Source: an optimization exercise on an open RTL-to-GDS flow (aim: small area and a short achievable clock period). Production flows keep margins and buffers that such runs may drop. RTL that was checked went through simulation tests only; none was proved equivalent to the original. Function not checked in runs 2 to 4: the RTL went through the layout flow alone. Power is estimated from default activity; no workload was simulated.

`design/flow/constraint.sdc`:
```
create_clock -name core_clock -period 4.0 [get_ports {clk}]
set_input_delay 0.8000 -clock core_clock [delete_from_list [all_inputs] [get_ports {clk}]]
set_output_delay 0.8000 -clock core_clock [all_outputs]
set_load 0.01 [all_outputs]
```
`design/flow/design.v`:
```
module async_ram_sp (
	input clk, rst_n,
	input ho,               
	input rx_valid,         
	input [10:0] sr,        
	output reg [7:0] dout   
	);
function [8:0] ring_slot;    
	input [7:0] a;
	reg [4:0] r;
	reg [1:0] y;
	begin
		if (a[3:2] != 2'b11) begin
			r = {1'b0, a[7:4]};
			y = a[3:2];
		end else begin
			case (a[7:4])
			4'd0:  begin r = 5'd16; y = 2'd0; end
			4'd1:  begin r = 5'd16; y = 2'd1; end
			4'd2:  begin r = 5'd16; y = 2'd2; end
			4'd3:  begin r = 5'd17; y = 2'd0; end
			4'd4:  begin r = 5'd17; y = 2'd1; end
			4'd5:  begin r = 5'd17; y = 2'd2; end
			4'd6:  begin r = 5'd18; y = 2'd0; end
			4'd7:  begin r = 5'd18; y = 2'd1; end
			4'd8:  begin r = 5'd18; y = 2'd2; end
			4'd9:  begin r = 5'd19; y = 2'd0; end
			4'd10: begin r = 5'd19; y = 2'd1; end
			4'd11: begin r = 5'd19; y = 2'd2; end
			4'd12: begin r = 5'd20; y = 2'd0; end
			4'd13: begin r = 5'd20; y = 2'd1; end
			4'd14: begin r = 5'd20; y = 2'd2; end
			default: begin r = 5'd21; y = 2'd0; end
			endcase
		end
		ring_slot = {r, y, a[1:0]};
	end
endfunction
wire [8:0] rd_addr = ring_slot(sr[7:0]);    
wire [8:0] wr_addr = ring_slot(sr[8:1]);    
reg [1:0] phx, phy;
always @(posedge clk) begin
	phx <= phx + 2'd1;
	if (phx == 2'd3)
		phy <= (phy == 2'd2) ? 2'd0 : phy + 2'd1;
end
wire [1:0] nphx = phx + 2'd1;
wire [1:0] nphy = (phx != 2'd3) ? phy : (phy == 2'd2) ? 2'd0 : phy + 2'd1;
reg [4:0] r_ring, w_ring;    
reg [3:0] r_slot, w_slot;
reg [7:0] wdata;             
reg wp;                      
reg wzd;                     
reg [7:0] pf;                
reg w_match, r_match;        
reg [21:0] rsel;             
reg [21:0] land;             
reg [7:0] tq;                
wire [4:0] nr_ring = (ho && sr[9:8] == 2'b10) ? rd_addr[8:4] : r_ring;
wire go = rx_valid & rst_n;    
wire c00 = go & (sr[10:9] == 2'b00);
wire c01 = go & (sr[10:9] == 2'b01);
wire c11 = go & (sr[10:9] == 2'b11);
wire w_match_d = (nphx == w_slot[1:0]) & ((nphy == w_slot[3:2]) | (w_ring == 5'd21) | (w_slot[3:2] == 2'b11));
wire w_land = wp & w_match;
wire w_keep = wp & ~w_match;
wire wp_d = c01 | w_keep;
always @(posedge clk) begin
	w_match <= w_match_d;
	r_match <= (nphx == r_slot[1:0]) & ((nphy == r_slot[3:2]) | (r_ring == 5'd21));
	land <= (wp_d & w_match_d) ? (22'd1 << w_ring) : 22'd0;
	rsel <= 22'd1 << nr_ring;
end
wire [22*8-1:0] pre;    
genvar g;
generate
	for (g = 0; g < 22; g = g + 1) begin : rg
		localparam N = (g == 21) ? 4 : 12;
		reg [8*N-1:0] s;
		wire [7:0] nxt = land[g] ? wdata : s[8*N-1 -: 8];
		always @(posedge clk)
			s <= {s[8*N-9:0], nxt};
		assign pre[8*g +: 8] = s[8*N-9 -: 8];
	end
endgenerate
reg [7:0] tq_d;
integer i;
always @(*) begin
	tq_d = 8'd0;
	for (i = 0; i < 22; i = i + 1)
		tq_d = tq_d | (pre[8*i +: 8] & {8{rsel[i]}});
end
reg same_ring;
always @(posedge clk)
	same_ring <= (w_ring == r_ring);
wire [7:0] pf_d = !r_match ? pf : (w_land && same_ring) ? wdata : tq;
wire zreq = ~rst_n | wzd;
always @(posedge clk) begin
	tq <= tq_d;
	pf <= pf_d;
	if (c01)
		wdata <= sr[8:1];
	wp <= wp_d;
	wzd <= zreq & w_keep;
	if (c00) begin
		w_ring <= wr_addr[8:4];
		w_slot <= wr_addr[3:0];
	end else if (zreq && !w_keep) begin
		w_ring <= 5'd0;
		w_slot <= 4'd0;
	end
	if (~rst_n) begin
		r_ring <= 5'd0;
		r_slot <= 4'd0;
	end else if (ho && sr[9:8] == 2'b10) begin
		r_ring <= rd_addr[8:4];
		r_slot <= rd_addr[3:0];
	end
	if (~rst_n)
		dout <= 8'd0;
	else if (c11)
		dout <= pf_d;
end
endmodule
module slave (
	input MOSI, SS_n, clk, rst_n,
	input [7:0] tx_data,
	output reg MISO,
	output reg ho,               
	output reg hv,               
	output reg [10:0] shift_reg  
	);
localparam IDLE = 3'b000;
localparam CHK_CMD = 3'b001;
localparam READ_ADD = 3'b010;
localparam READ_DATA = 3'b011;
localparam WRITE = 3'b100;
reg [2:0] cs, ns;
reg [4:0] counter;
reg flag;
reg show;    
wire in_frame = (cs == READ_ADD) || (cs == READ_DATA) || (cs == WRITE);
always @(posedge clk) begin
	if (~rst_n)
		counter <= 0;
	else if (SS_n)
		counter <= 0;
	else if (cs != IDLE)
		if (cs != READ_DATA && counter == 11)
			counter <= 0;
		else if (cs == READ_DATA && counter == 20)
			counter <= 0;
		else
			counter <= counter + 1;
	else
		counter <= 0;
end
always @(posedge clk)
	shift_reg <= {shift_reg[9:0], MOSI};
always @(posedge clk) begin
	if (~rst_n) begin
		cs <= IDLE;
		flag <= 1'b0;
	end
	else begin
		cs <= ns;
		if (cs == READ_ADD)
			flag <= 1'b1;
		else if (cs == READ_DATA)
			flag <= 1'b0;
	end
end
always @(*) begin
	ns = cs;
	case (cs)
		IDLE:      ns = SS_n ? IDLE : CHK_CMD;
		CHK_CMD:   if (SS_n) ns = IDLE;
		           else if (counter != 0) ns = shift_reg[0] ? (flag ? READ_DATA : READ_ADD) : WRITE;
		READ_ADD,
		READ_DATA,
		WRITE:     if (SS_n) ns = IDLE;
		default:   ns = IDLE;
	endcase
end
always @(posedge clk) begin
	ho <= rst_n && !SS_n && in_frame && counter == 10;
	hv <= rst_n && ho;
	show <= rst_n && !SS_n && cs == READ_DATA && counter >= 12 && counter <= 19;
end
wire [2:0] bit_idx = 3'd4 - counter[2:0];    
always @(posedge clk) begin
	if (~rst_n)
		MISO <= 1'b0;
	else
		MISO <= show && tx_data[bit_idx];
end
endmodule
module top (
    input clk, rst_n, MOSI, SS_n,
    output MISO
    );
wire [10:0] sr;      
wire ho;             
wire hv;             
wire [7:0] tx_data;  
slave dut (
    .MOSI(MOSI),
    .SS_n(SS_n),
    .clk(clk),
    .rst_n(rst_n),
    .tx_data(tx_data),
    .MISO(MISO),
    .ho(ho),
    .hv(hv),
    .shift_reg(sr)
    );
async_ram_sp my_ram (
    .clk(clk),
    .rst_n(rst_n),
    .ho(ho),
    .rx_valid(hv),
    .sr(sr),
    .dout(tx_data)
    );
endmodule
```
`design/flow/config.mk`:
```
export PLATFORM = sky130hd
export DESIGN_NAME = top
export DESIGN_NICKNAME = top
export VERILOG_FILES = /design/flow/design.v
export SDC_FILE = /design/flow/constraint.sdc
export NUM_CORES = 8
export LEC_CHECK = 0
export CAP_MARGIN = 20
export CORE_MARGIN = 2
export CORE_UTILIZATION = 70
export CTS_CLUSTER_DIAMETER = 80
export CTS_CLUSTER_SIZE = 26
export PLACE_DENSITY = 0.8
export SETUP_SLACK_MARGIN = 2.0
export SLEW_MARGIN = 20
```
`design/flow/run.sh`:
```
#!/bin/bash
# synth_recipe.tcl (not shown) runs the flow's synth.tcl, then flattens the netlist and writes it again
# the make line also repeats each setting of config.mk as NAME=value (left out here)
make -C /OpenROAD-flow-scripts/flow DESIGN_CONFIG=/design/flow/config.mk WORK_HOME=/design/flow/orfs CLKGATE_MAP_FILE= SYNTH_SCRIPT=/design/flow/synth_recipe.tcl finish
```
==> metrics.md, run 1 <==
| Metric | Value |
|---|---|
| Status | `finished clean` |
| Post-synth EDFFs | `19` |
| Mapped cell area | `approximately 50000 um^2` |
| Hold path cells | `0` |
| GRT Residual Overflow | `0` |
| Fin Setup TNS | `0 ps` |
| Post-detail-place hpwl | `55800 um` |
| Syn nets | `2909` |
| Top cell type's share of synthesized area | `0.881` |
| Seq/Total Area, Yosys | `0.892` |
| Max clock buf depth | `3` |
| Max-slew violation count | `0` |
| Synth async-reset ratio | `0` |
| CP peak stage delay | `850 ps` |
| Clock root buffer | `clkbuf_16` |
| Critical path class | `register to register` |
| Starting density of the core | `0.705` |
| Largest net degree at the start of global routing | `31` |
| Clk slew on worst S/H paths | `100 ps` |
| Worst Path Buf+Inv | `2` |
| Horiz. Die Dim | `269 um` |
| Ratio of final minimum period to clock period | `0.489` |
| Hold path endpoint | `my_ram.rg[2].s[41]` |
| Total GRT Usage | `0.254` |
| Worst path top cell family by delay | `flip-flops` |
| TritonCTS clock tree | `done` |
| Post-layout min period | `1950 ps` |
| Register bit total from synthesis | `2185` |
| WL/cell | `~24 um` |
| # DRC | `0` |
| Total power density per cell area | `615 nW/um^2` |
| CP Depth | `5` |
| Worst-Skew Late Latency | `690 ps` |
| Synth Area per Inst | `17.0 um^2` |
| Worst reg2reg setup slack | `2050 ps` |
| LEAKAGE | `roughly 21 nW` |
| # rows | `97` |
| FF-to-FF End | `my_ram.dout[4]` |
| Initial antenna violation count | `8` |
| Inst Count DP | `3760` |
| Crit path DAT | `roughly 2600 ps` |
| Cell variety after synth | `a little under 60` |
| Fillcell total | `3696` |
| Worst-path fanout max | `15` |
| Max-cap violations | `0` |
| Area Growth Syn to Fin | `7.14%` |
| Vias in the first global route | `between 20000 and 25000` |
| Yosys warns | `2` |
| CP Cell Sequence | `buf_4 > inv_1 > o21ai_0 > a21oi_1 > o31ai_1` |
| Worst vdd rail ir drop | `roughly 0.00056 V` |
| R2R cell count | `5` |
| Most common cell in the synthesized netlist | `dfxtp_1` |
| DR pass1 iterations | `8` |
| I/O pins | `5` |
| CP startpoint kind | `register` |
| Relative slew slack | `0.356` |
| Clock skew | `32.0 ps` |
| Hold Vio Cnt, Final | `0` |
| Reg with most FFs | `my_ram.rg.s` |
| Antenna Nets Post-Route | `0` |
| Share of layout cells above drive strength 1 | `0.109` |
| Overall die height | `269 um` |
| Critical R2R Launch | `my_ram.wdata[4]` |
| IO buf count | `4` |
| Area of the core | `69800 um^2` |
| Synth cell count leaders | `dfxtp_1 (2166), mux2_2 (180), clkbuf_1 (78), nor2_1 (65), a221oi_1 (32)` |
| GP Congestion | `0.917` |
| Nets | `2934` |
| Max FFs per register | `between 2000 and 2500` |
| Total length of routed wires | `91700 um` |
| H-tree levels | `3` |
| RSZ-0062 raised after global routing | `false` |
| Die Footprint | `72500 um^2` |
| Worst EP required | `4590 ps` |
| Final std cells w/o fill | `3869` |
| Total CTS buffers | `94` |
| Worst slew pin tran | `965 ps` |
| Post-DR vias/cell | `5.20` |
| Drt first-iter violations | `1722` |
| First-pass GRT wire length | `134000 um` |
| Worst hold path startpoint | `my_ram.rg[2].s[33]` |
| Worst Hold Class | `register to register` |
| Largest regs | `my_ram.rg.s: 2048 flops, my_ram.land: 22 flops, my_ram.rsel: 22 flops` |
| Worst setup EP type | `register` |
| Fmax | `512 MHz` |
| Cell accounting for the most synthesized area | `dfxtp_1` |
| # setup viols final | `0` |
| CTS sink cnt | `2185` |
| Main synth FF type | `dfxtp_1` |
| Vias | `between 20000 and 25000` |
| Top cells by area, synth | `dfxtp_1 (88%), mux2_2 (4.1%), edfxtp_1 (1.2%)` |
| Slowest cell on crit path | `edfxtp_1` |
| Syn Inst Count | `2893` |
worst max path at each step:
stage                               start          endpoint  slack, ps
after detailed placement            rst_n   my_ram.land[14]       1230
final                     my_ram.wdata[4]    my_ram.dout[4]       2050
after global routing                rst_n    my_ram.land[2]       2010
after global placement              rst_n    my_ram.land[2]       1340
after floorplan                     rst_n  my_ram.w_ring[0]       2000
after CTS                        dut.MISO              MISO       1940
metal layers:
metal / wire, um / track usage / vias up
li1: - / - / 9394
met1: 39000 / 0.339 / 9757
met2: 43100 / 0.411 / 726
met3: 5190 / 0.0426 / 246
met4: 4490 / 0.120 / 0
met5: 0 / 0 / -
cells in the final DEF (no fill, tap or decap), types with 4 or more instances in the layout:
| cell type | instances |
|---|---|
| mux2i_1 | 14 |
| a31oi_1 | 4 |
| xor2_1 | 5 |
| a21boi_0 | 6 |
| nand3_1 | 20 |
| a221oi_1 | 32 |
| clkbuf_1 | 5 |
| o21ai_0 | 21 |
| dfxtp_1 | 2163 |
| edfxtp_1 | 19 |
| nor2b_1 | 7 |
| ha_1 | 11 |
| nand3b_1 | 5 |
| a22oi_1 | 26 |
| and4_1 | 7 |
| a21oi_1 | 23 |
| nor2_1 | 65 |
| nand4_1 | 8 |
| and2_1 | 5 |
| xnor2_1 | 9 |
| nand2_1 | 22 |
| nor4_1 | 10 |
| nor3_1 | 20 |
| mux2_2 | 180 |
| buf_4 | 13 |
| clkbuf_16 | 95 |
| nand4b_1 | 4 |
| a22o_1 | 31 |
| inv_1 | 23 |
| nor3b_1 | 4 |
| o31ai_1 | 8 |
logic make-up after synthesis:
family          Yosys count  share of synthesized area
compound gates          172                     0.0262
xor+xnor                 14                    0.00249
fa+ha+maj                12                    0.00305
buf+inv                 113                    0.00905
flops                  2185                      0.892
mux                     197                     0.0451
simple gates            200                     0.0216
stage by stage:
step | hold slack [ps] | utilization | cell area (um^2) | power (mW) | setup slack [ps]
2_1_floorplan | 310 | - | 49200 | 22.4 | 2000
3_3_place_gp | 310 | 0.719 | 50200 | 22.4 | 1340
3_5_place_dp | 312 | 0.719 | 50200 | 22.4 | 1230
4_1_cts | 318 | 0.755 | 52700 | 32.5 | 1940
5_1_grt | 318 | 0.756 | 52700 | 33.3 | 2010
6_report | 317 | 0.756 | 52700 | 32.4 | 2050
area by class of cell:
cell class,count,area (um^2),share of cell area
diodes,1,2.50,0.0000474
clock buffers,100,2400,0.0454
clock inverters,6,82.6,0.00157
inverters,25,96.3,0.00183
multi-input cells,595,4920,0.0933
flip-flops and latches,2185,43900,0.833
well taps,940,1180,0.0223
repair buffers,17,133,0.00251
report_power, final:
group	internal (mW)	leakage [nW]	switching (mW)
sequential	21.8	17.6	0.0301
clock	4.33	1.21	6.19
combinational	0.0353	1.97	0.0479
repair_timing:
action | CTS | global route
hold endpoints to repair | 0 | 0
buffers inserted | 0 | 2
hold buffers | 0 | 0
gates resized for setup | 6 | 18
setup endpoints to repair | 12 | 41
==> run 2, diff against run 1 <==
--- a/design/flow/design.v
+++ b/design/flow/design.v
@@ -37,4 +37,15 @@
 	end
 endfunction
+function [21:0] ring_onehot;
+	input [7:0] a;
+	reg [15:0] hi;
+	begin
+		hi = 16'd1 << a[7:4];
+		if (a[3:2] != 2'b11)
+			ring_onehot = {6'd0, hi};
+		else
+			ring_onehot = {hi[15], |hi[14:12], |hi[11:9], |hi[8:6], |hi[5:3], |hi[2:0], 16'd0};
+	end
+endfunction
 wire [8:0] rd_addr = ring_slot(sr[7:0]);    
 wire [8:0] wr_addr = ring_slot(sr[8:1]);    
@@ -50,4 +61,5 @@
 reg [3:0] r_slot, w_slot;
 reg [7:0] wdata;             
+reg [7:0] wbus;              
 reg wp;                      
 reg wzd;                     
@@ -57,5 +69,4 @@
 reg [21:0] land;             
 reg [7:0] tq;                
-wire [4:0] nr_ring = (ho && sr[9:8] == 2'b10) ? rd_addr[8:4] : r_ring;
 wire go = rx_valid & rst_n;    
 wire c00 = go & (sr[10:9] == 2'b00);
@@ -70,5 +81,5 @@
 	r_match <= (nphx == r_slot[1:0]) & ((nphy == r_slot[3:2]) | (r_ring == 5'd21));
 	land <= (wp_d & w_match_d) ? (22'd1 << w_ring) : 22'd0;
-	rsel <= 22'd1 << nr_ring;
+	rsel <= (ho && sr[9:8] == 2'b10) ? ring_onehot(sr[7:0]) : (22'd1 << r_ring);
 end
 wire [22*8-1:0] pre;    
@@ -78,5 +89,5 @@
 		localparam N = (g == 21) ? 4 : 12;
 		reg [8*N-1:0] s;
-		wire [7:0] nxt = land[g] ? wdata : s[8*N-1 -: 8];
+		wire [7:0] nxt = land[g] ? wbus : s[8*N-1 -: 8];
 		always @(posedge clk)
 			s <= {s[8*N-9:0], nxt};
@@ -101,4 +112,5 @@
 	if (c01)
 		wdata <= sr[8:1];
+	wbus <= c01 ? sr[8:1] : wdata;
 	wp <= wp_d;
 	wzd <= zreq & w_keep;
==> run 2 against run 1 <==
  * Via count increased by 1.4%
  * Die area increased by 0.61%
  * Global-route usage about the same
  * Core utilization increased by 0.39 points
  * Sequential power about the same
  * First-iteration DRC count decreased by 16%
  * Critical path depth unchanged
  * Critical endpoint is now my_ram.w_slot[0]
  * Highest routed layer is now met5
==> metrics.md, run 2 <==
| Metric | Value |
|---|---|
| Post-synth EDFFs | `19 (unchanged)` |
| Post-detail-place hpwl | `56600 um (+1.4%)` |
| Starting density of the core | `0.707 (+0.00193)` |
| Total CTS buffers | `94 (unchanged)` |
| IO buf count | `4 (unchanged)` |
| TritonCTS clock tree | `done` |
| Clk slew on worst S/H paths | `100 ps (about the same)` |
| Nets | `2978 (+1.5%)` |
| Syn Inst Count | `2932 (+1.3%)` |
| Antenna Cells | `0 (-1)` |
| Synth Area per Inst | `16.9 um^2 (-0.72%)` |
| CP startpoint kind | `primary input` |
| First-pass GRT wire length | `136000 um (+1.2%)` |
| Largest net degree at the start of global routing | `32 (+3.2%)` |
| GRT Residual Overflow | `0 (unchanged)` |
| Worst slew pin tran | `1000 ps (+37.2 ps)` |
| Fillcell total | `3732 (+0.97%)` |
| Reg with most FFs | `my_ram.rg.s` |
| Worst setup EP type | `register` |
| Max FFs per register | `2048 (unchanged)` |
| Critical R2R Launch | `dut.shift_reg[5]` |
| Top layer in use | `met5` |
| Dpl ws | `1130 ps (-92.3 ps)` |
| Share of layout cells above drive strength 1 | `0.119 (+0.0104)` |
| H-tree levels | `3 (unchanged)` |
| Largest regs | `my_ram.rg.s: 2048 flops, my_ram.land: 22 flops, my_ram.rsel: 22 flops` |
| Metal-1 WL | `40100 um (+2.9%)` |
| Clock root buffer | `clkbuf_16` |
| Drt first-iter violations | `1443 (-16%)` |
| Most common cell in the synthesized netlist | `dfxtp_1` |
| DR pass1 iterations | `5 (-3)` |
| Fmax | `510 MHz (-0.39%)` |
| Total power density per cell area | `614 nW/um^2 (-0.10%)` |
| Status | `finished clean` |
| Antenna Nets Post-Route | `0 (unchanged)` |
| Cell variety after synth | `62 (+5.1%)` |
| Worst Hold Slack | `310 ps (-6.93 ps)` |
| Main synth FF type | `dfxtp_1` |
| Syn nets | `2948 (+1.3%)` |
| Mapped cell area | `49500 um^2 (+0.62%)` |
| Worst setup path startpoint | `rst_n` |
| Cell accounting for the most synthesized area | `dfxtp_1` |
| Max-cap violations | `0 (unchanged)` |
| Critical path class | `primary input to register` |
| Synth cell count leaders | `dfxtp_1 (2166), mux2_2 (178), clkbuf_1 (81), nor2_1 (47), nand2_1 (42)` |
| RSZ-0062 raised after global routing | `true` |
| # rows | `97 (unchanged)` |
| Worst hold path startpoint | `my_ram.rg[13].s[60]` |
| Max-slew violation count | `0 (unchanged)` |
| Top cells by area, synth | `dfxtp_1 (88%), mux2_2 (4.0%), edfxtp_1 (1.2%)` |
| Crit path DAT | `2330 ps (-220 ps)` |
| Total GRT Usage | `0.254 (-0.000401)` |
| Yosys warns | `2 (unchanged)` |
| Worst Hold Class | `register to register` |
| Final std cells w/o fill | `3915 (+1.2%)` |
| Inst Count DP | `3797 (+0.98%)` |
| LEAKAGE | `21.0 nW (+0.89%)` |
| Hold Vio Cnt, Final | `0 (unchanged)` |
| Area Growth Syn to Fin | `7.40%` |
| Setup WS post-layout | `2040 ps (-7.74 ps)` |
| GP Congestion | `0.963 (+5.1%)` |
| CTS sink cnt | `2185 (unchanged)` |
| Die Footprint | `72900 um^2 (+0.61%)` |
| Clock skew | `27.8 ps (-4.15 ps)` |
| I/O pins | `5 (unchanged)` |
| Worst-Skew Late Latency | `700 ps (about the same)` |
| Max clock buf depth | `3 (unchanged)` |
| Initial antenna violation count | `9 (+1)` |
| Post-DR vias/cell | `5.21 (+0.18%)` |
| Routed wl met2 | `44000 um (+2.3%)` |
| Relative slew slack | `0.331 (-0.0248)` |
| Horiz. Die Dim | `270 um (+0.31%)` |
| Area of the core | `70000 um^2 (+0.35%)` |
| Seq/Total Area, Yosys | `0.887 (-0.00552)` |
| WL met3 | `4520 um (-13%)` |
| Most common cell after layout, fill and taps aside | `dfxtp_1` |
| Top cell type's share of synthesized area | `0.875 (-0.00545)` |
| Ratio of final minimum period to clock period | `0.490 (+0.00194)` |
| Synth async-reset ratio | `0 (unchanged)` |
| Worst EP required | `4370 ps (-220 ps)` |
| Worst vdd rail ir drop | `0.000494 V (-11%)` |
| Vias in the first global route | `21200 (+1.8%)` |
| Register bit total from synthesis | `2185 (unchanged)` |
| # setup viols final | `0 (unchanged)` |
| Worst-path fanout max | `31 (+16)` |
| Vias | `20400 (+1.4%)` |
| Overall die height | `270 um (+0.31%)` |
| WL/cell | `23.6 um (-0.63%)` |
| Post-layout min period | `1960 ps (+7.74 ps)` |
| Total length of routed wires | `92200 um (+0.56%)` |
| # hold bufs at CTS | `0 (unchanged)` |
| Most frequent cells in the layout | `dfxtp_1 (2164), mux2_2 (178), clkbuf_16 (96)` |
| # DRC | `0 (unchanged)` |
| Fin Setup TNS | `0 ps (unchanged)` |
==> run 2: cell count changes after synthesis, sizes merged, moves of 4 or more <==
cell / previous run / this run
nand2: 22 / 42
nor2: 65 / 52
nand2b: 4 / 15
nand3: 20 / 30
a22o: 31 / 39
mux2i: 15 / 7
buf: 9 / 15
o21ai: 22 / 28
a31oi: 6 / 1
a32o: 0 / 5
nand4: 8 / 12
nor4: 13 / 9
o22ai: 0 / 4
==> run 2: repair_timing <==
item | CTS | global route
setup endpoints to repair | 34 | 40
cloned | 1 | 0
endpoints found under the hold margin | 0 | 0
gates resized for setup | 12 | 14
buffers inserted | 5 | 3
pin swaps | 2 | 2
==> run 2: final cells by class <==
cell class | instances | area (um^2) | share of cell area
sequential | 2185 | 43900 | 0.826
multi-input combinational | 630 | 5230 | 0.0984
clock buffer | 101 | 2420 | 0.0455
tap | 940 | 1180 | 0.0221
timing repair buffer | 29 | 230 | 0.00433
clock inverter | 8 | 121 | 0.00228
inverter | 22 | 82.6 | 0.00155
==> run 2: metrics by stage <==
stage	power, mW	instance area, um^2	util
floorplan	22.5	49500	-
global placement	22.5	50500	0.721
detailed placement	22.5	50500	0.721
CTS	32.8	53100	0.759
global route	33.5	53200	0.760
finish	32.7	53200	0.760
==> run 2: critical path: stages <==
cell and delay [ps]:
clkdlybuf4s50_1 520, buf_8 220, nand2_1 190, or3_4 430, o21ai_4 160
==> run 2: metal layers <==
layer	vias up	global-route usage
met5	-	0
met4	2	0.0944
met3	184	0.0405
met2	631	0.421
met1	10000	0.341
li1	9544	-
==> run 2: worst paths after layout <==
kind              slack, ps  depth (start not counted)                  end
setup / recovery       2040                          5     my_ram.w_slot[0]
setup reg to reg       2040                          5      my_ram.rsel[20]
hold reg to reg         310                          0  my_ram.rg[13].s[68]
hold / removal          310                          0  my_ram.rg[13].s[68]
==> run 2: kinds of logic (layout without fill, tap and decap cells) <==
logic type	Yosys count	in the layout	synth area share
buffers and inverters	118	160	0.00970
DFF	2185	2185	0.887
xor gates and xnor gates	14	14	0.00248
muxes	187	187	0.0428
AOI/OAI and AO/OA	189	190	0.0295
and+or+nand+nor	227	227	0.0256
adders and majority gates	12	12	0.00303
==> run 2: power by group <==
group,leakage [nW],internal (mW),switching (mW)
logic,2.12,0.0530,0.0718
clock network,1.24,4.39,6.26
registers,17.6,21.8,0.0508
==> run 3, diff against run 2 <==
--- a/design/flow/config.mk
+++ b/design/flow/config.mk
@@ -8,8 +8,8 @@
 export CAP_MARGIN = 20
 export CORE_MARGIN = 2
-export CORE_UTILIZATION = 70
+export CORE_UTILIZATION = 78
 export CTS_CLUSTER_DIAMETER = 80
 export CTS_CLUSTER_SIZE = 26
-export PLACE_DENSITY = 0.8
+export PLACE_DENSITY = 0.86
 export SETUP_SLACK_MARGIN = 2.0
 export SLEW_MARGIN = 20
==> run 3 against run 2 <==
  * Largest power group unchanged
  * Via count grew 4.1%
  * Clock power is essentially flat
  * Critical path depth grew 1
  * Largest cell class unchanged
  * Critical endpoint is now my_ram.land[5]
  * Clock skew shrank 5.2 ps
  * Count of clock-buffer cells in the layout shrank 1
  * Register-to-register slack is essentially flat
  * Worst hold slack gained 5.3 ps
==> metrics.md, run 3 <==
| Metric | Value |
|---|---|
| # DRC | `0 (unchanged)` |
| Drt first-iter violations | `1947 (+35%)` |
| Syn Inst Count | `2932 (unchanged)` |
| Synth Area in Adders | `0.00303 (unchanged)` |
| # setup viols final | `0 (unchanged)` |
| Post-synth EDFFs | `19 (unchanged)` |
| DR pass1 iterations | `8 (+3)` |
| Clock skew | `22.6 ps (-5.21 ps)` |
| Cell variety after synth | `62 (unchanged)` |
| Xor and xnor area share after synthesis | `0.00248 (unchanged)` |
| Worst setup EP type | `register` |
| Clk slew on worst S/H paths | `110 ps (about the same)` |
| TritonCTS clock tree | `done` |
| Reg with most FFs | `my_ram.rg.s` |
| Post-synthesis mux area share | `0.0428 (unchanged)` |
| Syn nets | `2948 (unchanged)` |
| Worst-path fanout max | `31 (unchanged)` |
| Top cell type's share of synthesized area | `0.875 (unchanged)` |
| Simple-Gate Fraction of Synth Area | `0.0256 (unchanged)` |
| Nets | `2980 (+0.067%)` |
| FF-to-FF End | `my_ram.tq[2]` |
| Synth async-reset ratio | `0 (unchanged)` |
| Worst reg2reg setup slack | `2040 ps (about the same)` |
| Top cells by area, synth | `dfxtp_1 (88%), mux2_2 (4.0%), edfxtp_1 (1.2%)` |
| RSZ-0062 raised after global routing | `false` |
| Cell accounting for the most synthesized area | `dfxtp_1` |
| Critical R2R Launch | `my_ram.rsel[19]` |
| Synth Area per Inst | `16.9 um^2 (unchanged)` |
| Largest regs | `my_ram.rg.s: 2048 flops, my_ram.land: 22 flops, my_ram.rsel: 22 flops` |
| LEAKAGE | `21.0 nW (about the same)` |
| Max-cap violations | `0 (unchanged)` |
| Fmax | `493 MHz (-3.2%)` |
| Vias | `21200 (+4.1%)` |
| Post-DR vias/cell | `5.56 (+6.7%)` |
| Worst setup path startpoint | `rst_n` |
| Register bit total from synthesis | `2185 (unchanged)` |
| Die Footprint | `65500 um^2 (-10%)` |
| Critical path class | `primary input to register` |
| Ratio of final minimum period to clock period | `0.507 (+0.0163)` |
| Clock root buffer | `clkbuf_16` |
| Max-slew violation count | `0 (unchanged)` |
| Post-layout min period | `2030 ps (+65.2 ps)` |
| Starting density of the core | `0.787 (+0.0793)` |
| Max clock buf depth | `3 (unchanged)` |
| WL/cell | `27.2 um (+15%)` |
| Total power density per cell area | `617 nW/um^2 (+0.54%)` |
| Total length of routed wires | `104000 um (+13%)` |
| Antenna Cells | `0 (unchanged)` |
| Largest family of logic cells by synthesized area | `multiplexers` |
| GP Congestion | `0.937 (-2.7%)` |
| Largest net degree at the start of global routing | `32 (unchanged)` |
| Antenna Nets Post-Route | `0 (unchanged)` |
| Worst Hold Class | `register to register` |
| Hold Vio Cnt, Final | `0 (unchanged)` |
| First-pass GRT wire length | `150000 um (+11%)` |
| Fin util | `0.843 (+0.0837)` |
| Most frequent cells in the layout | `dfxtp_1 (2163), mux2_2 (178), clkbuf_16 (96)` |
| R2R cell count | `4 (-1)` |
| Hold path cells | `0 (unchanged)` |
| Mapped cell area | `49500 um^2 (unchanged)` |
| Vias in the first global route | `22600 (+6.6%)` |
| Seq/Total Area, Yosys | `0.887 (unchanged)` |
| Total CTS buffers | `94 (unchanged)` |
| Synth cell count leaders | `dfxtp_1 (2166), mux2_2 (178), clkbuf_1 (81), nor2_1 (47), nand2_1 (42)` |
| H-tree levels | `3 (unchanged)` |
| Total power | `32.8 mW (+0.35%)` |
| Worst vdd rail ir drop | `0.000777 V (+57%)` |
| I/O pins | `5 (unchanged)` |
| Worst slew pin tran | `990 ps (-12.5 ps)` |
| Crit path DAT | `2620 ps (+290 ps)` |
| Most common cell after layout, fill and taps aside | `dfxtp_1` |
| Most common cell in the synthesized netlist | `dfxtp_1` |
| Post-detail-place hpwl | `60700 um (+7.3%)` |
| Relative slew slack | `0.339 (+0.00835)` |
| # hold bufs at CTS | `0 (unchanged)` |
| Main synth FF type | `dfxtp_1` |
| CTS sink cnt | `2185 (unchanged)` |
| Area Growth Syn to Fin | `7.21%` |
| # rows | `92 (-5.2%)` |
| Yosys warns | `2 (unchanged)` |
| Share of layout cells above drive strength 1 | `0.118 (-0.000969)` |
| IO buf count | `4 (unchanged)` |
| Hold path endpoint | `my_ram.rg[21].s[17]` |
| Fin Setup TNS | `0 ps (unchanged)` |
| Status | `finished clean` |
| Worst-Skew Late Latency | `690 ps (about the same)` |
| Worst hold path startpoint | `my_ram.rg[21].s[9]` |
| Compound-cell area share of the yosys netlist | `0.0295 (unchanged)` |
| Total GRT Usage | `0.319 (+0.0652)` |
| Worst EP required | `4600 ps (+230 ps)` |
| Area of the core | `63000 um^2 (-10%)` |
| Overall die height | `256 um (-5.2%)` |
| Initial antenna violation count | `4 (-5)` |
| Horiz. Die Dim | `256 um (-5.2%)` |
| GRT Residual Overflow | `0 (unchanged)` |
| CP startpoint kind | `primary input` |
| Max FFs per register | `2048 (unchanged)` |
run 3: power breakdown:
part	total (mW)	switching [mW]	leakage [nW]	internal, mW
sequential	21.9	0.0546	17.6	21.8
clock	10.8	6.38	1.24	4.38
combinational	0.126	0.0744	2.13	0.0517
run 3: logic make-up after synthesis:
logic type / Yosys count
adder cells (fa/ha/maj): 12
AND/OR/NAND/NOR: 227
AO/OA/AOI/OAI: 189
multiplexers: 187
XOR/XNOR: 14
flip-flops: 2185
buffers and inverters: 118
run 3: final cells by class:
class,count,area (um^2)
Multi-Input combinational cell,631,5250
Fill cell,2514,9860
Clock inverter,6,124
Timing Repair Buffer,30,234
Tap cell,846,1060
Inverter,22,82.6
Clock buffer,100,2420
Sequential cell,2185,43900
run 3: worst max-delay path by stage:
| stage | to | slack, ps |
|---|---|---|
| 6_report | my_ram.land[5] | 1970 |
| 5_1_grt | my_ram.land[4] | 1860 |
| 4_1_cts | my_ram.rsel[20] | 2000 |
| 3_5_place_dp | my_ram.land[18] | 1080 |
| 3_3_place_gp | my_ram.land[4] | 1200 |
| 2_1_floorplan | my_ram.w_ring[0] | 2110 |
run 3: worst max-delay path: stages:
cell and delay, ps:
clkdlybuf4s50_1 470, buf_6 240, nand2_1 180, o21ai_4 320, nand3b_2 270, nor3_2 320
run 3: repair_timing:
action | CTS | global route
setup buffers | 4 | 10
gates resized for setup | 14 | 10
cloned | 1 | 1
endpoints found under the setup margin | 39 | 40
pin swaps | 3 | 2
endpoints found under the hold margin | 0 | 0
run 3: per-stage QoR:
step / setup WS (ps) / hold slack, ps / instance area, um^2 / std cells
3_5_place_dp: 1080 / 312 / 50300 / 3698
3_3_place_gp: 1200 / 310 / 50300 / 3698
4_1_cts: 2000 / 311 / 53000 / 3809
2_1_floorplan: 2110 / 310 / 49500 / 2932
5_1_grt: 1860 / 315 / 53100 / 3820
6_report: 1970 / 315 / 53100 / 3820
run 3: routing by layer:
layer	GRT usage	vias up	part of all wire
met3	0.0563	309	0.059
met1	0.396	10500	0.39
met2	0.549	882	0.50
met4	0.147	2	0.054
li1	-	9547	-
met5	0	-	0.00011
==> run 4, diff against run 3 <==
--- a/design/flow/design.v
+++ b/design/flow/design.v
@@ -1,7 +1,8 @@
 module async_ram_sp (
 	input clk, rst_n,
+	input MOSI,             
+	input ho_d,             
 	input ho,               
-	input rx_valid,         
-	input [10:0] sr,        
+	input [9:0] sr,         
 	output reg [7:0] dout   
 	);
@@ -37,17 +38,6 @@
 	end
 endfunction
-function [21:0] ring_onehot;
-	input [7:0] a;
-	reg [15:0] hi;
-	begin
-		hi = 16'd1 << a[7:4];
-		if (a[3:2] != 2'b11)
-			ring_onehot = {6'd0, hi};
-		else
-			ring_onehot = {hi[15], |hi[14:12], |hi[11:9], |hi[8:6], |hi[5:3], |hi[2:0], 16'd0};
-	end
-endfunction
-wire [8:0] rd_addr = ring_slot(sr[7:0]);    
-wire [8:0] wr_addr = ring_slot(sr[8:1]);    
+wire [8:0] rd_addr = ring_slot({sr[6:0], MOSI});
+wire [8:0] wr_addr = ring_slot(sr[8:1]);
 reg [1:0] phx, phy;
 always @(posedge clk) begin
@@ -60,4 +50,5 @@
 reg [4:0] r_ring, w_ring;    
 reg [3:0] r_slot, w_slot;
+reg pa, pw, pr;              
 reg [7:0] wdata;             
 reg [7:0] wbus;              
@@ -69,8 +60,8 @@
 reg [21:0] land;             
 reg [7:0] tq;                
-wire go = rx_valid & rst_n;    
-wire c00 = go & (sr[10:9] == 2'b00);
-wire c01 = go & (sr[10:9] == 2'b01);
-wire c11 = go & (sr[10:9] == 2'b11);
+reg same_ring;               
+wire c00 = pa & rst_n;
+wire c01 = pw & rst_n;
+wire c11 = pr & rst_n;
 wire w_match_d = (nphx == w_slot[1:0]) & ((nphy == w_slot[3:2]) | (w_ring == 5'd21) | (w_slot[3:2] == 2'b11));
 wire w_land = wp & w_match;
@@ -78,8 +69,12 @@
 wire wp_d = c01 | w_keep;
 always @(posedge clk) begin
+	pa <= rst_n & ho & (sr[9:8] == 2'b00);
+	pw <= rst_n & ho & (sr[9:8] == 2'b01);
+	pr <= rst_n & ho & (sr[9:8] == 2'b11);
 	w_match <= w_match_d;
 	r_match <= (nphx == r_slot[1:0]) & ((nphy == r_slot[3:2]) | (r_ring == 5'd21));
-	land <= (wp_d & w_match_d) ? (22'd1 << w_ring) : 22'd0;
-	rsel <= (ho && sr[9:8] == 2'b10) ? ring_onehot(sr[7:0]) : (22'd1 << r_ring);
+	land <= w_match_d ? ({22{wp_d}} & (22'd1 << w_ring)) : 22'd0;
+	rsel <= 22'd1 << r_ring;
+	same_ring <= (w_ring == r_ring);
 end
 wire [22*8-1:0] pre;    
@@ -102,7 +97,4 @@
 		tq_d = tq_d | (pre[8*i +: 8] & {8{rsel[i]}});
 end
-reg same_ring;
-always @(posedge clk)
-	same_ring <= (w_ring == r_ring);
 wire [7:0] pf_d = !r_match ? pf : (w_land && same_ring) ? wdata : tq;
 wire zreq = ~rst_n | wzd;
@@ -125,5 +117,5 @@
 		r_ring <= 5'd0;
 		r_slot <= 4'd0;
-	end else if (ho && sr[9:8] == 2'b10) begin
+	end else if (ho_d && sr[8:7] == 2'b10) begin
 		r_ring <= rd_addr[8:4];
 		r_slot <= rd_addr[3:0];
@@ -139,7 +131,7 @@
 	input [7:0] tx_data,
 	output reg MISO,
+	output ho_d,                 
 	output reg ho,               
-	output reg hv,               
-	output reg [10:0] shift_reg  
+	output reg [9:0] shift_reg   
 	);
 localparam IDLE = 3'b000;
@@ -154,7 +146,5 @@
 wire in_frame = (cs == READ_ADD) || (cs == READ_DATA) || (cs == WRITE);
 always @(posedge clk) begin
-	if (~rst_n)
-		counter <= 0;
-	else if (SS_n)
+	if (SS_n)
 		counter <= 0;
 	else if (cs != IDLE)
@@ -169,5 +159,5 @@
 end
 always @(posedge clk)
-	shift_reg <= {shift_reg[9:0], MOSI};
+	shift_reg <= {shift_reg[8:0], MOSI};
 always @(posedge clk) begin
 	if (~rst_n) begin
@@ -195,7 +185,7 @@
 	endcase
 end
-always @(posedge clk) begin
-	ho <= rst_n && !SS_n && in_frame && counter == 10;
-	hv <= rst_n && ho;
+assign ho_d = rst_n && !SS_n && in_frame && counter == 10;
+always @(posedge clk) begin
+	ho <= ho_d;
 	show <= rst_n && !SS_n && cs == READ_DATA && counter >= 12 && counter <= 19;
 end
@@ -212,7 +202,7 @@
     output MISO
     );
-wire [10:0] sr;      
+wire [9:0] sr;       
+wire ho_d;           
 wire ho;             
-wire hv;             
 wire [7:0] tx_data;  
 slave dut (
@@ -223,6 +213,6 @@
     .tx_data(tx_data),
     .MISO(MISO),
+    .ho_d(ho_d),
     .ho(ho),
-    .hv(hv),
     .shift_reg(sr)
     );
@@ -230,6 +220,7 @@
     .clk(clk),
     .rst_n(rst_n),
+    .MOSI(MOSI),
+    .ho_d(ho_d),
     .ho(ho),
-    .rx_valid(hv),
     .sr(sr),
     .dout(tx_data)
--- a/design/flow/config.mk
+++ b/design/flow/config.mk
@@ -8,8 +8,8 @@
 export CAP_MARGIN = 20
 export CORE_MARGIN = 2
-export CORE_UTILIZATION = 78
+export CORE_UTILIZATION = 70
 export CTS_CLUSTER_DIAMETER = 80
 export CTS_CLUSTER_SIZE = 26
-export PLACE_DENSITY = 0.86
+export PLACE_DENSITY = 0.8
 export SETUP_SLACK_MARGIN = 2.0
 export SLEW_MARGIN = 20
==> run 4 against run 3 <==
  * Final cell count is 1.5% higher
  * Clock power hardly changed
  * Largest cell class unchanged
  * Still clean on timing, DRC and antenna
  * Total power is 0.26% lower
  * Critical path depth stayed put
  * Global-route usage is 6.1 points lower
  * Fmax is 2.6% higher
  * Core utilization is 8.5 points lower
==> metrics.md, run 4 <==
| Metric | Value |
|---|---|
| Nets | `2941 (-1.3%)` |
| # setup viols final | `0 (unchanged)` |
| Most frequent cells in the layout | `dfxtp_1 (2166), mux2_2 (179), clkbuf_16 (96)` |
| Worst-Skew Late Latency | `690 ps (about the same)` |
| Seq/Total Area, Yosys | `0.895 (+0.00770)` |
| Synth Area per Inst | `17.0 um^2 (+0.73%)` |
| Vias in the first global route | `20800 (-7.8%)` |
| CTS sink cnt | `2186 (+0.046%)` |
| Clk slew on worst S/H paths | `100 ps (about the same)` |
| Cell variety after synth | `52 (-16%)` |
| Max-cap violations | `0 (unchanged)` |
| Drt first-iter violations | `1753 (-10%)` |
| Starting density of the core | `0.704 (-0.0827)` |
| I/O pins | `5 (unchanged)` |
| Vias | `20200 (-4.7%)` |
| Total GRT Usage | `0.259 (-0.0606)` |
| Switching Share | `0.194 (-0.00457)` |
| Worst slew pin tran | `1100 ps (+105 ps)` |
| Setup WS post-layout | `2020 ps (+51.9 ps)` |
| Net Sw Power | `6.34 mW (-2.6%)` |
| Post-layout min period | `1980 ps (-51.9 ps)` |
| Synth async-reset ratio | `0 (unchanged)` |
| Syn nets | `2903 (-1.5%)` |
| H-tree levels | `3 (unchanged)` |
| Overall die height | `269 um (+5.0%)` |
| Clock root buffer | `clkbuf_16` |
| Largest regs | `my_ram.rg.s: 2048 flops, my_ram.land: 22 flops, my_ram.rsel: 22 flops` |
| Antenna Nets Post-Route | `0 (unchanged)` |
| Relative slew slack | `0.270 (-0.0693)` |
| Worst EP required | `4590 ps (about the same)` |
| Initial antenna violation count | `3 (-1)` |
| Internal power | `26.4 mW (+0.31%)` |
| WL/cell | `23.8 um (-13%)` |
| Horiz. Die Dim | `269 um (+5.0%)` |
| DR pass1 iterations | `6 (-2)` |
| Yosys warns | `2 (unchanged)` |
| Post-detail-place hpwl | `56100 um (-7.7%)` |
| Post-synth EDFFs | `19 (unchanged)` |
| Worst-path fanout max | `8 (-74%)` |
| # DRC | `0 (unchanged)` |
| Largest net degree at the start of global routing | `33 (+3.1%)` |
| Area Growth Syn to Fin | `7.68%` |
| Ratio of final minimum period to clock period | `0.494 (-0.0130)` |
| Most common cell after layout, fill and taps aside | `dfxtp_1` |
| Most common cell in the synthesized netlist | `dfxtp_1` |
| Max FFs per register | `2048 (unchanged)` |
| Syn Inst Count | `2887 (-1.5%)` |
| Max clock buf depth | `3 (unchanged)` |
| CP startpoint kind | `register` |
| Dpl ws | `1180 ps (+99.5 ps)` |
| GRT Residual Overflow | `0 (unchanged)` |
| Clock skew | `29.1 ps (+6.54 ps)` |
| Total power density per cell area | `618 nW/um^2 (+0.12%)` |
| Cell accounting for the most synthesized area | `dfxtp_1` |
| Share of layout cells above drive strength 1 | `0.113 (-0.00502)` |
| Total CTS buffers | `94 (unchanged)` |
| Reg power frac | `0.670 (+0.002)` |
| Crit path DAT | `2560 ps (-60 ps)` |
| Post-DR vias/cell | `5.22 (-6.1%)` |
| First-pass GRT wire length | `134000 um (-11%)` |
| Total length of routed wires | `92300 um (-11%)` |
| Synth cell count leaders | `dfxtp_1 (2167), mux2_2 (179), clkbuf_1 (76), nand2_1 (69), nor2_1 (53)` |
| Top cells by area, synth | `dfxtp_1 (88%), mux2_2 (4.1%), edfxtp_1 (1.2%)` |
| LEAKAGE | `20.9 nW (-0.54%)` |
| Fmax | `506 MHz (+2.6%)` |
| Register bit total from synthesis | `2186 (+0.046%)` |
| RSZ-0062 raised after global routing | `false` |
| Mapped cell area | `49100 um^2 (-0.82%)` |
| Status | `finished clean` |
| Fin Setup TNS | `0 ps (unchanged)` |
| IO buf count | `4 (unchanged)` |
| Critical path class | `register to register` |
| Worst setup EP type | `register` |
| TritonCTS clock tree | `done` |
| Max-slew violation count | `0 (unchanged)` |
| Hold Vio Cnt, Final | `0 (unchanged)` |
| Area of the core | `69800 um^2 (+11%)` |
| Worst vdd rail ir drop | `0.000447 V (-42%)` |
| Total power | `32.7 mW (-0.26%)` |
| Logic pwr share | `0.003 (about the same)` |
| Reg with most FFs | `my_ram.rg.s` |
| Die Footprint | `72300 um^2 (+10%)` |
| # rows | `97 (+5.4%)` |
| Clk pwr share | `0.327 (about the same)` |
| Main synth FF type | `dfxtp_1` |
| GP Congestion | `0.966 (+3.0%)` |
| Worst Hold Class | `register to register` |
| Top cell type's share of synthesized area | `0.883 (+0.00761)` |
run 4: cell count changes after synthesis, sizes merged, moves of 7 or more:
cell    previous run  this run
a21boi             7         0
a21oi             20        10
a22o              39        30
buf               15         7
nand2             42        69
nand2b            15         5
o21ai             28        21
o31ai             10         0
run 4: path summary, 6_finish.rpt:
path / to / startpoint / slack, ps / depth (start not counted)
hold / removal: my_ram.rg[14].s[83] / my_ram.rg[14].s[75] / 310 / 0
hold reg to reg: my_ram.rg[14].s[83] / my_ram.rg[14].s[75] / 310 / 0
setup reg to reg: my_ram.land[9] / my_ram.phx[0] / 2020 / 6
setup / recovery: my_ram.land[9] / my_ram.phx[0] / 2020 / 6
run 4: area by class of cell:
cell class | count | area (um^2)
Antenna cell | 1 | 2.50
Clock buffer | 101 | 2430
Clock inverter | 8 | 143
Fill cell | 3654 | 16900
Inverter | 16 | 60.1
Multi-Input combinational cell | 602 | 4910
Sequential cell | 2186 | 44000
Tap cell | 940 | 1180
Timing Repair Buffer | 25 | 221
run 4: power by group through the flow:
| stage | combinational (mW) | sequential (mW) | clock [mW] |
|---|---|---|---|
| CTS | 0.102 | 21.9 | 10.8 |
| global placement | 0.0862 | 22.4 | 0 |
| detailed placement | 0.0926 | 22.4 | 0 |
| finish | 0.111 | 21.9 | 10.7 |
| global route | 0.120 | 21.9 | 11.5 |
| floorplan | 0.0778 | 22.4 | 0 |
run 4: routing by layer:
layer  vias up  share of wire  GRT usage
li1       9389              -          -
met1      9900           0.43      0.349
met2       703           0.46      0.417
met3       246          0.057     0.0479
met4         0          0.044      0.106
met5         -              0          0
run 4: logic make-up after synthesis:
kind of cell | share of synthesized area
AO/OA/AOI/OAI | 0.0229
XOR/XNOR | 0.00250
adder cells (fa/ha/maj) | 0.00306
buffers and inverters | 0.00802
flip-flops | 0.895
multiplexers | 0.0439
AND/OR/NAND/NOR | 0.0250
run 4: critical path, stage by stage, from the launching register on:
cell and delay, ps:
dfxtp_4 380, ha_4 190, or3_4 400, a221oi_4 370
a2111oi_4 120, buf_6 160, nor4_4 250
run 4: stage by stage:
stage	utilization	hold WS, ps	instance area, um^2	std cells
floorplan	-	310	49100	2887
global placement	0.718	310	50100	3758
detailed placement	0.718	312	50100	3759
CTS	0.757	312	52800	3873
global route	0.758	318	52900	3878
finish	0.758	307	52900	3879
run 4: timing repair:
item,CTS,global route
gates cloned,1,1
gates resized for setup,13,12
setup buffers,4,4
hold buffers,0,0
endpoints found under the setup margin,32,30
pin swaps,3,4
==> run 5, diff against run 4 <==
--- a/design/flow/design.v
+++ b/design/flow/design.v
@@ -64,5 +64,9 @@
 wire c01 = pw & rst_n;
 wire c11 = pr & rst_n;
-wire w_match_d = (nphx == w_slot[1:0]) & ((nphy == w_slot[3:2]) | (w_ring == 5'd21) | (w_slot[3:2] == 2'b11));
+wire [1:0] nnphx = phx + 2'd2;
+wire [1:0] nnphy = (phx[1] == 1'b0) ? phy : (phy == 2'd2) ? 2'd0 : phy + 2'd1;
+reg w_match_d;
+always @(posedge clk)
+	w_match_d <= (nnphx == w_slot[1:0]) & ((nnphy == w_slot[3:2]) | (w_ring == 5'd21) | (w_slot[3:2] == 2'b11));
 wire w_land = wp & w_match;
 wire w_keep = wp & ~w_match;
==> run 5 against run 4 <==
  * Largest cell class unchanged
  * Critical path depth shrank 1
  * Final cell count decreased by 0.46%
  * Worst hold slack gained 12 ps
  * Still clean
==> metrics.md, run 5 <==
| Metric | Value |
|---|---|
| Cell variety after synth | `57 (+9.6%)` |
| GRT Residual Overflow | `0 (unchanged)` |
| # DRC | `0 (unchanged)` |
| Total CTS buffers | `94 (unchanged)` |
| Hold Vio Cnt, Final | `0 (unchanged)` |
| Synth cell count leaders | `dfxtp_1 (2168), mux2_2 (181), nor2_1 (72), clkbuf_1 (70), nand2_1 (56)` |
| Most common cell after layout, fill and taps aside | `dfxtp_1` |
| Starting density of the core | `0.704 (about the same)` |
| Synth Area per Inst | `17.1 um^2 (+0.22%)` |
| GP Congestion | `0.968 (+0.24%)` |
| Post-route cell area | `52700 um^2 (-0.46%)` |
| Cell accounting for the most synthesized area | `dfxtp_1` |
| Top cells by area, synth | `dfxtp_1 (88%), mux2_2 (4.1%), edfxtp_1 (1.2%)` |
| Clock skew | `21.4 ps (-7.77 ps)` |
| H-tree levels | `3 (unchanged)` |
| Worst reg2reg setup slack | `2140 ps (+120 ps)` |
| Critical Path Sink | `my_ram.land[14]` |
| Dpl ws | `1370 ps (+194 ps)` |
| Worst vdd rail ir drop | `0.000519 V (+16%)` |
| DR pass1 iterations | `5 (-1)` |
| Antenna Nets Post-Route | `0 (unchanged)` |
| Clock root buffer | `clkbuf_16` |
| Yosys warns | `2 (unchanged)` |
| Largest net degree at the start of global routing | `32 (-3.0%)` |
| Vias | `19900 (-1.6%)` |
| Max-slew violation count | `0 (unchanged)` |
| Overall die height | `269 um (about the same)` |
| Share of layout cells above drive strength 1 | `0.108 (-0.00478)` |
| Post-layout min period | `1930 ps (-40.7 ps)` |
| I/O pins | `5 (unchanged)` |
| Worst setup EP type | `register` |
| Post-synth EDFFs | `19 (unchanged)` |
| Dpl cell area | `50100 um^2 (-0.14%)` |
| Fmax | `517 MHz (+2.1%)` |
| Worst Hold Class | `register to register` |
| Horiz. Die Dim | `269 um (about the same)` |
| GRT met1 Usage | `0.342 (-0.00752)` |
| CTS sink cnt | `2187 (+0.046%)` |
| Worst-path fanout max | `10 (+2)` |
| Setup WS post-layout | `2070 ps (+40.7 ps)` |
| # setup viols final | `0 (unchanged)` |
| Max clock buf depth | `3 (unchanged)` |
| Drt first-iter violations | `1767 (+0.80%)` |
| Grt met3 use | `0.0424 (-0.00548)` |
| Area Growth Syn to Fin | `7.21%` |
| Ratio of final minimum period to clock period | `0.484 (-0.0102)` |
| TritonCTS clock tree | `done` |
| LEAKAGE | `20.8 nW (-0.27%)` |
| R2R cell count | `4 (-2)` |
| IO buf count | `4 (unchanged)` |
| # rows | `97 (unchanged)` |
| Most common cell in the synthesized netlist | `dfxtp_1` |
| Post-detail-place hpwl | `56800 um (+1.3%)` |
| Post-DR vias/cell | `5.16 (-1.2%)` |
| Clk slew on worst S/H paths | `100 ps (about the same)` |
| CP startpoint kind | `primary input` |
| Fin Setup TNS | `0 ps (unchanged)` |
| FF-to-FF End | `my_ram.dout[0]` |
| Status | `finished clean` |
| Total power density per cell area | `620 nW/um^2 (+0.29%)` |
| Vias in the first global route | `20400 (-2.0%)` |
| Initial antenna violation count | `8 (+5)` |
| Total GRT Usage | `0.252 (-0.00658)` |
| Seq/Total Area, Yosys | `0.895 (about the same)` |
| Largest regs | `my_ram.rg.s: 2048 flops, my_ram.land: 22 flops, my_ram.rsel: 22 flops` |
| Synth async-reset ratio | `0 (unchanged)` |
| Nets | `2923 (-0.61%)` |
| First-pass GRT wire length | `130000 um (-3.1%)` |
| Die Footprint | `72300 um^2 (about the same)` |
| Worst slew pin tran | `968 ps (-128 ps)` |
| Max FFs per register | `2048 (unchanged)` |
| Worst setup path startpoint | `rst_n` |
| Mapped cell area | `49100 um^2 (about the same)` |
| Max-cap violations | `0 (unchanged)` |
| Total length of routed wires | `90200 um (-2.3%)` |
| RSZ-0062 raised after global routing | `true` |
| Top cell type's share of synthesized area | `0.884 (about the same)` |
| # hold bufs at CTS | `0 (unchanged)` |
| Met2 Track Usage GR | `0.404 (-0.0123)` |
| Critical R2R Launch | `my_ram.wdata[0]` |
| Relative slew slack | `0.354 (+0.0843)` |
| Syn Inst Count | `2880 (-0.24%)` |
| Critical path class | `primary input to register` |
| Most frequent cells in the layout | `dfxtp_1 (2168), mux2_2 (181), clkbuf_16 (97)` |
| Worst EP required | `4610 ps (+20 ps)` |
| Area of the core | `69800 um^2 (unchanged)` |
| WL/cell | `23.4 um (-1.8%)` |
| Main synth FF type | `dfxtp_1` |
| Register bit total from synthesis | `2187 (+0.046%)` |
| Crit path DAT | `2550 ps (about the same)` |
| Reg with most FFs | `my_ram.rg.s` |
| Syn nets | `2896 (-0.24%)` |
| GRT Max-Usage Layer | `met2` |
| Worst-Skew Late Latency | `680 ps (about the same)` |
[run 5: cell types whose count changed after synthesis, moves of 3 or more]
cell and delta:
nor4_1 -5, nor3_1 -10, buf_2 +5, nor4_2 -6
clkbuf_1 -6, o21ai_0 +4, nor2_1 +19, nor3b_1 -5
nand2_1 -13, nand3b_1 +4, nor2b_1 -3, o21ai_1 -4
buf_1 +3, nand3_1 -5
[run 5: worst max-delay path, stage by stage]
cell and delay [ps]:
clkdlybuf4s50_1 610, and2_4 290, o21ai_2 90, or3b_1 530
nor3_2 210
[run 5: cell families (layout without fill, tap and decap cells)]
group | Yosys count | after routing | share of synthesized area
adder cells (fa/ha/maj) | 12 | 12 | 0.00306
multiplexers | 189 | 189 | 0.0439
AO/OA/AOI/OAI | 145 | 145 | 0.0231
flip-flops | 2187 | 2187 | 0.895
XOR/XNOR | 14 | 14 | 0.00250
AND/OR/NAND/NOR | 231 | 231 | 0.0237
buffers and inverters | 102 | 142 | 0.00853
other | 0 | 1 | 0
[run 5: layout make-up]
| cell class | count | area, um^2 |
|---|---|---|
| Sequential cell | 2187 | 44000 |
| Fill cell | 3681 | 17100 |
| Multi-Input combinational cell | 591 | 4730 |
| Clock buffer | 102 | 2450 |
| Tap cell | 940 | 1180 |
| Timing Repair Buffer | 19 | 159 |
| Clock inverter | 7 | 119 |
| Inverter | 14 | 52.6 |
| Antenna cell | 1 | 2.50 |
[run 5: through the flow]
stage	power [mW]	util	instances	hold WS (ps)
4_1_cts	32.8	0.754	3856	323
3_3_place_gp	22.5	0.717	3747	309
5_1_grt	33.5	0.755	3860	326
6_report	32.6	0.755	3861	319
3_5_place_dp	22.5	0.717	3747	312
2_1_floorplan	22.4	-	2880	310
[run 5: timing repair]
action	in CTS	in global routing
pin swaps	0	0
buffers inserted	0	3
setup endpoints to repair	1	10
cloned	0	0
gates resized for setup	4	1
[run 5: where the power goes]
part / internal (mW) / switching (mW)
Combinational: 0.0333 / 0.0431
Clock: 4.52 / 6.15
Sequential: 21.8 / 0.0456
[run 5: how the worst min path moves through the flow]
stage,start,to,depth (start not counted)
final,my_ram.rg[10].s[33],my_ram.rg[10].s[41],0
after floorplan,my_ram.rg[0].s[2],my_ram.rg[0].s[10],0
after global routing,my_ram.rg[10].s[21],my_ram.rg[10].s[29],0
after global placement,my_ram.rg[12].s[42],my_ram.rg[12].s[50],0
after detailed placement,my_ram.rg[3].s[26],my_ram.rg[3].s[34],0
after CTS,my_ram.rg[12].s[30],my_ram.rg[12].s[38],0
[run 5: per-layer routing]
metal,vias to the layer above,part of all wire
li1,9304,-
met2,654,0.46
met4,0,0.043
met5,-,0
met1,9739,0.44
met3,209,0.058
==> run 6, diff against run 5 <==
--- a/design/flow/config.mk
+++ b/design/flow/config.mk
@@ -12,4 +12,4 @@
 export CTS_CLUSTER_SIZE = 26
 export PLACE_DENSITY = 0.8
-export SETUP_SLACK_MARGIN = 2.0
+export SETUP_SLACK_MARGIN = 2.2
 export SLEW_MARGIN = 20
==> run 6 against run 5 <==
  * Setup slack better by 13 ps
  * Routed wire length up 0.16%
  * Register-to-register slack better by 110 ps
  * Clock power about the same
  * Sequential share of layout area increased by 0.092 points
  * Clock skew rose by 21 ps
  * Global-route usage rose by 0.16 points
  * Final cell count is 0.13% lower
  * Count of clock-buffer cells in the layout stayed put
  * Fmax up 0.68%
  * Non-clock buffer count decreased by 1
  * Synthesized area unchanged
  * Highest routed layer unchanged
==> metrics.md, run 6 <==
| Metric | Value |
|---|---|
| Antenna Nets Post-Route | `0 (unchanged)` |
| Worst EP required | `3200 ps (-1410 ps)` |
| H-tree levels | `3 (unchanged)` |
| Fmax | `520 MHz (+0.68%)` |
| FF-to-FF End | `my_ram.dout[0]` |
| Total power density per cell area | `618 nW/um^2 (-0.26%)` |
| Hold Vio Cnt, Final | `0 (unchanged)` |
| Hold path endpoint | `my_ram.rg[18].s[48]` |
| Largest net degree at the start of global routing | `33 (+3.1%)` |
| Vias | `20000 (+0.50%)` |
| LEAKAGE | `20.8 nW (-0.13%)` |
| Critical path class | `register to output port` |
| # rows | `97 (unchanged)` |
| Worst setup path startpoint | `dut.MISO` |
| Slowest cell on crit path | `dfxtp_1` |
| GRT Residual Overflow | `0 (unchanged)` |
| Overall die height | `269 um (unchanged)` |
| Seq/Total Area, Yosys | `0.895 (unchanged)` |
| Worst Hold Slack | `319 ps (-0.0600 ps)` |
| WL met3 | `5280 um (+1.7%)` |
| Most common cell in the synthesized netlist | `dfxtp_1` |
| # DRC | `0 (unchanged)` |
| IO buf count | `4 (unchanged)` |
| Total length of routed wires | `90300 um (+0.16%)` |
| R2R cell count | `4 (unchanged)` |
| Clock skew | `42.2 ps (+20.8 ps)` |
| Final std cells w/o fill | `3856 (-0.13%)` |
| Synth async-reset ratio | `0 (unchanged)` |
| Vias in the first global route | `20500 (+0.49%)` |
| Critical R2R Launch | `my_ram.wdata[0]` |
| Logic pwr share | `0.002 (about the same)` |
| Syn nets | `2896 (unchanged)` |
| Post-layout min period | `1920 ps (-13.1 ps)` |
| Clk pwr share | `0.325 (-0.002)` |
| Relative slew slack | `0.367 (+0.0126)` |
| Worst vdd rail ir drop | `0.000632 V (+22%)` |
| Synth cell count leaders | `dfxtp_1 (2168), mux2_2 (181), nor2_1 (72), clkbuf_1 (70), nand2_1 (56)` |
| Top cell type's share of synthesized area | `0.884 (unchanged)` |
| Horiz. Die Dim | `269 um (unchanged)` |
| Clk slew on worst S/H paths | `100 ps (about the same)` |
| Synth Area per Inst | `17.1 um^2 (unchanged)` |
| Drt first-iter violations | `1626 (-8.0%)` |
| Largest regs | `my_ram.rg.s: 2048 flops, my_ram.land: 22 flops, my_ram.rsel: 22 flops` |
| Max clock buf depth | `3 (unchanged)` |
| Total CTS buffers | `94 (unchanged)` |
| I/O pins | `5 (unchanged)` |
| Internal power | `26.2 mW (-0.58%)` |
| GP Congestion | `0.996 (+2.9%)` |
| Antenna Cells | `0 (-1)` |
| Inst Count DP | `3748 (+0.027%)` |
| Status | `finished clean` |
| Cell accounting for the most synthesized area | `dfxtp_1` |
| RSZ-0062 raised after global routing | `true` |
| Crit path DAT | `1120 ps (-1430 ps)` |
| CP peak stage delay | `310 ps (-300 ps)` |
| Post-route cell area | `52600 um^2 (-0.10%)` |
| Most frequent cells in the layout | `dfxtp_1 (2166), mux2_2 (181), clkbuf_16 (96)` |
| Worst-Skew Late Latency | `690 ps (about the same)` |
| Worst path top cell family by delay | `flip-flops` |
| Worst hold path startpoint | `my_ram.rg[18].s[40]` |
| Worst slew pin tran | `949 ps (-18.8 ps)` |
| Cell variety after synth | `57 (unchanged)` |
| Total GRT Usage | `0.254 (+0.00159)` |
| WL/cell | `23.4 um (+0.29%)` |
| Switching Share | `0.193 (+0.00180)` |
| CP Cell Sequence | `buf_2` |
| First-pass GRT wire length | `131000 um (+0.70%)` |
| Starting density of the core | `0.704 (unchanged)` |
| Worst reg2reg setup slack | `2250 ps (+110 ps)` |
| Main synth FF type | `dfxtp_1` |
| Fin util | `0.754 (-0.000789)` |
| # hold bufs at CTS | `0 (unchanged)` |
| Metal-1 WL | `39400 um (about the same)` |
| Mapped cell area | `49100 um^2 (unchanged)` |
| Initial antenna violation count | `8 (unchanged)` |
| Max-slew violation count | `0 (unchanged)` |
| Fin Setup TNS | `0 ps (unchanged)` |
| Clock root buffer | `clkbuf_16` |
| Hold path cells | `0 (unchanged)` |
| Post-detail-place hpwl | `55500 um (-2.2%)` |
| Syn Inst Count | `2880 (unchanged)` |
| Register bit total from synthesis | `2187 (unchanged)` |
| Worst-path fanout max | `1 (-9)` |
| TritonCTS clock tree | `done` |
| Most common cell after layout, fill and taps aside | `dfxtp_1` |
| Dpl cell area | `50100 um^2 (about the same)` |
| Max-cap violations | `0 (unchanged)` |
| Ratio of final minimum period to clock period | `0.480 (-0.00327)` |
| Top cells by area, synth | `dfxtp_1 (88%), mux2_2 (4.1%), edfxtp_1 (1.2%)` |
| # setup viols final | `0 (unchanged)` |
| Routed wl met2 | `42200 um (+1.1%)` |
| Reg with most FFs | `my_ram.rg.s` |
| Worst setup EP type | `output port` |
| Reg power frac | `0.673 (+0.002)` |
| Share of layout cells above drive strength 1 | `0.108 (+0.000148)` |
| Post-DR vias/cell | `5.19 (+0.63%)` |
| Post-synth EDFFs | `19 (unchanged)` |
| CP startpoint kind | `register` |
| DR pass1 iterations | `6 (+1)` |
| Worst Hold Class | `register to register` |
| Nets | `2922 (-0.034%)` |
| Area Growth Syn to Fin | `7.09%` |
| Fillcell total | `3678 (-0.081%)` |
| Top layer in use | `met4` |
| Worst Path Buf+Inv | `1 (unchanged)` |
| Net Sw Power | `6.28 mW (+0.58%)` |
| Yosys warns | `2 (unchanged)` |
| Die Footprint | `72300 um^2 (unchanged)` |
| Max FFs per register | `2048 (unchanged)` |
| CTS sink cnt | `2187 (unchanged)` |
| Area of the core | `69800 um^2 (unchanged)` |
| CP Depth | `1 (-4)` |
-- run 6: per-layer routing --
metal | GRT usage | vias to the layer above
met4 | 0.0914 | 0
met1 | 0.345 | 9812
met3 | 0.0455 | 204
li1 | - | 9304
met2 | 0.413 | 685
met5 | 0 | -
-- run 6: worst max-delay path by stage --
stage / endpoint / slack, ps
2_1_floorplan: my_ram.land[6] / 2210
3_3_place_gp: my_ram.land[15] / 1290
3_5_place_dp: my_ram.land[11] / 1190
4_1_cts: MISO / 2050
5_1_grt: MISO / 2030
6_report: MISO / 2080
-- run 6: timing repair --
action,CTS,global route
buffers inserted,2,0
endpoints found under the setup margin,36,1
gates resized for setup,12,0
-- run 6: cell families (layout without fill, tap and decap cells) --
| kind of cell | count (synthesis) | count (layout) | synth area share |
|---|---|---|---|
| AOI/OAI and AO/OA | 145 | 145 | 0.0231 |
| xor gates and xnor gates | 14 | 14 | 0.00250 |
| adders and majority gates | 12 | 12 | 0.00306 |
| buffers and inverters | 102 | 138 | 0.00853 |
| DFF | 2187 | 2187 | 0.895 |
| muxes | 189 | 189 | 0.0439 |
| and+or+nand+nor | 231 | 231 | 0.0237 |
-- run 6: power groups by stage --
stage	clock network (mW)	logic, mW	registers, mW
final	10.6	0.0789	21.9
after CTS	10.7	0.0775	21.9
after floorplan	0	0.0649	22.4
after global routing	11.4	0.0874	21.9
after global placement	0	0.0672	22.4
after detailed placement	0	0.0728	22.4
-- run 6: area by class of cell --
class                      instances  area, um^2  area share
sequential                      2187       44000       0.836
multi-input combinational        591        4740      0.0901
clock buffer                     102        2420      0.0461
tap                              940        1180      0.0224
timing repair buffer              18         159     0.00302
clock inverter                     4        75.1     0.00143
inverter                          14        52.6    0.000999
-- run 6: per-stage QoR --
step / power (mW) / worst slack (ps)
after floorplan: 22.4 / 2210
after detailed placement: 22.5 / 1190
after global placement: 22.5 / 1290
after global routing: 33.3 / 2030
final: 32.5 / 2080
after CTS: 32.6 / 2050

-- separate check: timing with driven ports --
In the flow no input, the clock included, has a driving cell. The finished layouts below were timed again as built, in two steps.
Step 1 sets driving cells, clkbuf_16 on the clock port and buf_2 on the other inputs (assumed; they add their load-dependent delay and slew).
Step 2 adds t to the input delays and takes it off the output delays; t is the mean of the earliest and latest rising clock arrival at the registers after step 1. Input paths then give back, and output paths get back, about the clock's delay inside the block.
Slacks: ideal / step 1 / step 2; pairs: ideal / step 1.
| run | shift t [ns] | setup slack, ns | latest minus earliest clock arrival (ns) |
|---|---|---|---|
| run 1 | 0.742 | 2.046 / 2.005 / 1.467 | 0.032 / 0.033 |
| run 2 | 0.748 | 2.038 / 2.000 / 1.333 | 0.037 / 0.037 |
| run 3 | 0.754 | 1.973 / 2.013 / 1.267 | 0.031 / 0.031 |
| run 4 | 0.736 | 2.025 / 2.018 / 1.395 | 0.039 / 0.040 |
| run 5 | 0.736 | 2.065 / 2.026 / 1.367 | 0.027 / 0.027 |
| run 6 | 0.734 | 2.079 / 2.015 / 1.599 | 0.047 / 0.046 |
After both steps every run listed still meets setup and hold. For run 3, which loses most, drivers alone change the setup slack by +0.040 ns; drivers and shift together by -0.706 ns.
